Background: an optimization exercise with open tools, aiming at small area, a short achievable clock period and few clock cycles. Do not read the settings as production practice. Only simulation tests tie the RTL to the original design; equivalence was not proved. Power is estimated from default activity; no workload was simulated.

## MyDesign
module MyDesign (clock, reset, go, rdAddress, wrAddress, WE, readbus, writebus, overflow, finished);
input         clock, reset, go;
input  [31:0] readbus;
output [6:0]  rdAddress, wrAddress;
output        WE, overflow, finished;
output [31:0] writebus;
reg  [7:0] t;
reg         run, finished, overflow, WE;
reg  [6:0]  rdAddress, wrAddress;
reg  [31:0] writebus;
wire [7:0] tn = go ? 8'd1 : run ? t + 8'd1 : 8'd0;
reg  [8:0] c_sel_M1_a;
wire [8:0] n_sel_M1_a;
reg  [7:0] c_sel_M1_b;
wire [7:0] n_sel_M1_b;
reg  [8:0] c_sel_M2_a;
wire [8:0] n_sel_M2_a;
reg  [10:0] c_sel_M2_b;
wire [10:0] n_sel_M2_b;
reg  [0:0] c_sel_S_a;
wire [0:0] n_sel_S_a;
reg  [0:0] c_sel_S_b;
wire [0:0] n_sel_S_b;
reg  [3:0] c_sel_D_a;
wire [3:0] n_sel_D_a;
reg  [0:0] c_sel_D_b;
wire [0:0] n_sel_D_b;
reg  [0:0] c_dgo;
wire [0:0] n_dgo;
wire [6:0] n_rd;
wire [8:0] r_sel_M1_a;
assign r_sel_M1_a[0] = (t == 8'd36);
assign r_sel_M1_a[1] = (t == 8'd49) | (t == 8'd50) | (t == 8'd58) | (t == 8'd59) | (t == 8'd69) | (t == 8'd70) | (t == 8'd82) | (t == 8'd83) | (t == 8'd97) | (t == 8'd98) | (t == 8'd117) | (t == 8'd122) | (t == 8'd123) | (t == 8'd141) | (t == 8'd142) | (t == 8'd146) | (t == 8'd147);
  ...
For scale: roughly 14000 cells after synthesis, about 1100 flip-flops, ~84 I/O pins.
export LEC_CHECK = 0
export ABC_AREA = 1
export CAP_MARGIN = 30
export CORE_MARGIN = 2
export CORE_UTILIZATION = 35
export CTS_CLUSTER_DIAMETER = 105
export CTS_CLUSTER_SIZE = 20
export PLACE_DENSITY = 0.45
export SLEW_MARGIN = 30
create_clock -name core_clock -period 30.0 [get_ports {clock}]
run.sh (not shown) runs the stock make flow with config.mk's settings and CLKGATE_MAP_FILE= SYNTH_SCRIPT=/design/flow/synth_recipe.tcl, a recipe that flattens the netlist after the stock synthesis.
Testbench counts at the start, summed over its fixed seeds: cycles 9,864.
Rerun with:
- CAP_MARGIN: 30 -> 50
- SLEW_MARGIN: 30 -> 80
The changed run completed with no timing, DRC or antenna violations. First-iteration DRC count grows by 1.6%. Global-route usage is higher by 0.46 points. Total power came out higher by 3.8%. Final cell count rose by 4.9%. Sequential share of layout area came out lower by 3.4 points. Synthesized cell count is unchanged. Worst setup slack improves by 0.056 ns. Clock-buffer cell count drops by 4.
Rerun with:
- CAP_MARGIN: 50 -> 30
- CTS_CLUSTER_DIAMETER: 105 -> unset
- CTS_CLUSTER_SIZE: 20 -> unset
- SLEW_MARGIN: 80 -> 30
The changed run went through all stages and came out clean.
Clock power came out higher by 42%.
Cell count goes down by 4.2%.
Via count decreases by 3.3%.
Routed wire length fell by 0.49%.
Critical path depth came out higher by 33.
Power grows by 6.1%.
Hold slack gets better by 0.0072 ns.
Synthesized area stays the same.
Combinational power came out lower by 10%.
Synthesized cell count stays the same.
Die area is unchanged.

========
Setup of v6:
MyDesign, a different RTL version from the one above (not shown whole).
For scale: about 13000 cells after synthesis, about 84 I/O pins.
clock: 30.0 ns
lec_check: 0
abc_area: 1
cap_margin: 30
core_margin: 2
core_utilization: 35
cts_cluster_diameter: 105
cts_cluster_size: 20
place_density: 0.45
slew_margin: 30
Testbench counts of v6, summed over its fixed seeds: cycles 9,864.
Changes in v26 relative to v6:
- CTS_CLUSTER_SIZE: 20 -> unset
- CTS_CLUSTER_DIAMETER: 105 -> unset
Notes after the runs:
The flow did not stop early for v26: all stages ran, and the layout cleared the timing, DRC and antenna checks.
v6 finished every step from synthesis to the final layout, and the layout passed the timing, DRC and antenna checks.
Taking v6 as the reference, in v26 worst hold slack saw little to no change; clock buffer count in the final layout saw an increase.
Diff v6 -> v26: data arrival at the endpoint of the critical path held steady, detailed-route via count went up, met1 track utilization from global routing held steady, total chip power rose 0.00060 W.
Between v6 and v26, the routed wire length does not differ in any meaningful way.
Setup changes, v26 to v46
- CAP_MARGIN now 25, was 30
- CTS_CLUSTER_SIZE now 20, previously not set
- SLEW_MARGIN now 25, was 30
- CTS_CLUSTER_DIAMETER now 150, previously not set
--- outcome ---
Per the comparison of v46 with v26, count of H-tree levels built during CTS dropped 1; total design power lower; number of non-clock buffers in the layout lost about 1.1%; share of the core filled with cells in the final layout went down 0.99 points; synthesis-to-finish area growth shows a reduction of 2.8 points.
Of v26 and v46, just one finished clean: v26.
Wire length on met1: higher on v46
Transition at the pin with the smallest max-transition slack ended up 380 ps higher on v46 than on v26.
In the flow results for v26 and v46, the final worst-path setup slack is smaller on v26.
v26 → v46: starting density of the core roughly the same; clock-buffer cell count lower.
Inputs modified between v46 and v8:
- SLEW_MARGIN changed from 25 to 30
- CAP_MARGIN changed from 25 to 30
- CTS_CLUSTER_DIAMETER changed from 150 to 200
Findings:
In the tables for v8 and v46, growth of design area from synthesis to finish reads higher with v46. Comparing v8 and v46, the one run not ending clean was v46. On clock power: between v8 and v46, it ends up higher for v46. On non-filler instance count after layout, v8 and v46 are basically level. Routed wire length delta (v8 -> v46): insignificant. Compared with v46, TritonCTS buffer count in v8 decreased by more than 10%. Comparing v46 with v8, the first-pass GRT wire length came out essentially unchanged. v8: maximum frequency higher than v46.
#### Input delta (v47 over v8)
- changing CTS_CLUSTER_DIAMETER from 200 to 150
--- outcome ---
Changes observed in v47 relative to v8: sequential power share has decreased; worst hold slack roughly the same; post-route total power went up; power dissipated by switching net loads went up. Compared v47 against v8; switching portion of total power within noise. In the tables for v8 and v47, antenna diode count reads lower with v47. For wire length of the first global-routing pass, v47 and v8 come out practically identical.
Setup changes, v47 to v32
- changing CTS_CLUSTER_SIZE from 20 to 24
- changing CTS_CLUSTER_DIAMETER from 150 to 105
==> comparison <==
- v32 went all the way through the flow, and no timing, DRC or antenna check failed.
- Aggregate routed wire length of v47 is on par with v32.
- Compared with v47, v32 shows clock buffer count from CTS higher by about 13%.
- v32 and v47 ended up with roughly the same met1 wire length.
- | post-layout worst setup margin | v32 vs v47 | 11 ps lower |
- For the number of antenna violations at the first check in global routing, v32 came in 5 higher than v47 did.

========
MyDesign, a different RTL version from the one above (not shown whole).
Size: roughly 1200 flip-flops, ~110000 sq um of cells after synthesis.
make LEC_CHECK=0 ABC_AREA=1 CAP_MARGIN=30 CORE_MARGIN=2 CORE_UTILIZATION=35 PLACE_DENSITY=0.45 SLEW_MARGIN=30 finish   # period 30.0 ns
Testbench counts at the start, summed over its fixed seeds: cycles 9,864.
Edit:
Settings changed: CTS_CLUSTER_DIAMETER set to 105, CTS_CLUSTER_SIZE set to 20.
=> The changed run passed the timing, DRC and antenna checks. Count of clock-buffer cells in the layout came out lower by 94. Global-route usage came out lower by 0.16 points. Total power came out lower by roughly a tenth. Via count came out lower slightly. Cell count came out lower slightly. Register-to-register slack improves by 0.02 ns. Setup slack improves by 0.021 ns.

========
MyDesign, a different RTL version from the one above (not shown whole).
Size in the first run: ~14,000 cells after synthesis, about 84 I/O pins, roughly 100,000 µm² of cells after synthesis.
export LEC_CHECK = 0
export ABC_AREA = 1
export CAP_MARGIN = 30
export CORE_MARGIN = 2
export CORE_UTILIZATION = 35
export CTS_CLUSTER_DIAMETER = 105
export CTS_CLUSTER_SIZE = 20
export PLACE_DENSITY = 0.45
export SLEW_MARGIN = 30
create_clock -name core_clock -period 30.0 [get_ports {clock}]
The baseline finished with timing, DRC and antenna clean.
Testbench counts at the start, summed over its fixed seeds: cycles 9,864.
Edit:
- CAP_MARGIN: 30 -> 50
- SLEW_MARGIN: 30 -> 80
Effect: The new run passed the timing, DRC and antenna checks; setup slack loses 0.16 ns; die area is unchanged; maximum frequency fell by about 2%; combinational power went up by about 10%; utilization went up by 5.9 points; cell area is higher by 15%; via count came out higher by about 3.4%; cell count goes up by 4.5%; sequential power barely changes.

========
Another version of the RTL of MyDesign (not shown whole).
Size: roughly 15000 cells after synthesis, about 1100 flip-flops, ~84 I/O pins.
make LEC_CHECK=0 ABC_AREA=1 CAP_MARGIN=20 CORE_MARGIN=2 CORE_UTILIZATION=50 PLACE_DENSITY=0.6 SLEW_MARGIN=20 finish   # period 30.0 ns
The baseline produced a clean layout.
Testbench counts at the start, summed over its fixed seeds: cycles 9,672.
Edit:
CORE_UTILIZATION = 35   (was 50)
PLACE_DENSITY = 0.45   (was 0.6)
Outcome: Worst setup slack loses 0.16 ns; cell count came out higher by 7.2%; area after synthesis does not change; count of clock-buffer cells in the layout increases by 9; via count went down by 7.2%; routed wire length climbs by 3.5%; global-route usage fell by 13 points; first-iteration DRC count goes down by about 40%; critical path depth drops by 11; total power came out higher by 0.76%; design area came out higher by about 2%.

========
== run 1 ==
MyDesign, a different RTL version from the one above (not shown whole).
For scale: about 13000 cells after synthesis, about 1100 flip-flops, about 0.10 mm^2 of cells after synthesis.
Settings: LEC_CHECK=0, ABC_AREA=1, CAP_MARGIN=30, CORE_MARGIN=2, CORE_UTILIZATION=35, CTS_CLUSTER_DIAMETER=200, CTS_CLUSTER_SIZE=20, PLACE_DENSITY=0.45, SLEW_MARGIN=30; clock period 30.0 ns.
Testbench counts of run 1, summed over its fixed seeds: cycles 9,864.
What run 2 does differently from run 1 at the input level:
-- flow/config.mk --
<<< run 1, line 12
export CTS_CLUSTER_DIAMETER = 200
export CTS_CLUSTER_SIZE = 20
>>> run 2, line 12
Notes after the runs:
- Going from run 1 to run 2, hold slack stayed essentially flat, count of instances resized after the clock tree is built held.
- Between run 2 and run 1, the portion of the clock cycle consumed by the worst path in the final layout does not differ in any meaningful way.
- Switching power total of run 2 exceeds that of run 1 by a little under 10%.
diff inputs: run 2 => run 3
-- flow/config.mk --
<<< run 2, line 12
>>> run 3, line 12
export CTS_CLUSTER_DIAMETER = 105
export CTS_CLUSTER_SIZE = 20
Findings:
Clock period minus worst slack, run 2 and run 3: higher on run 2
Diff run 2 and run 3: combinational share of power higher in run 3
The final reports for run 3 and run 2 show wire length of the first global-routing pass lower in the former.

## static timing again, ports no longer ideal
The results above use ideal ports. As a check the final layouts listed here were re-extracted and re-timed, cells and wires unchanged.
Step 1 (the two cells are an assumption about what drives the block):
set clk [get_ports {clock}]
set_driving_cell -lib_cell sky130_fd_sc_hd__clkbuf_16 $clk
set_driving_cell -lib_cell sky130_fd_sc_hd__buf_2 [delete_from_list [all_inputs] $clk]
Step 2 adds t to the input delays and takes it off the output delays; t is the mean of the earliest and latest rising clock arrival at the registers after step 1. Input paths then give back, and output paths get back, about the clock's delay inside the block.
Slacks: ideal / step 1 / step 2; pairs: ideal / step 1.
run | t, ns | slack for setup (ns) | clock arrival spread, ns
the first run of note 1 | 0.993 | 22.104 / 22.079 / 21.978 | 0.065 / 0.064
the second run of note 1 | 0.988 | 22.159 / 22.046 / 22.478 | 0.071 / 0.071
the third run of note 1 | 0.980 | 22.095 / 22.048 / 21.976 | 0.062 / 0.061
v6 | 0.982 | 22.046 / 21.934 / 22.169 | 0.114 / 0.114
v26 | 0.971 | 22.041 / 21.926 / 22.179 | 0.079 / 0.079
v46 | 0.943 | 22.072 / 21.964 / 22.204 | 0.060 / 0.060
v8 | 0.853 | 22.128 / 22.020 / 22.195 | 0.056 / 0.057
v47 | 0.946 | 22.066 / 21.958 / 22.150 | 0.092 / 0.092
v32 | 0.971 | 22.055 / 21.942 / 22.150 | 0.104 / 0.104
the first run of note 3 | 0.975 | 21.195 / 21.195 / 21.195 | 0.128 / 0.128
the second run of note 3 | 0.972 | 21.216 / 21.216 / 21.216 | 0.082 / 0.082
the first run of note 4 | 0.984 | 22.046 / 21.935 / 22.055 | 0.089 / 0.089
the second run of note 4 | 1.024 | 21.888 / 21.862 / 21.888 | 0.116 / 0.116
the first run of note 5 | 0.940 | 20.962 / 20.962 / 20.962 | 0.059 / 0.058
the second run of note 5 | 0.976 | 20.798 / 20.798 / 20.798 | 0.117 / 0.117
run 1 | 0.952 | 21.568 / 21.568 / 21.568 | 0.062 / 0.062
run 2 | 0.968 | 21.605 / 21.605 / 21.605 | 0.066 / 0.067
run 3 | 0.949 | 21.747 / 21.747 / 21.747 | 0.106 / 0.106
The setup slack of the first run of note 1, which loses most, moves by -0.025 ns with the drivers and by -0.126 ns with both steps.
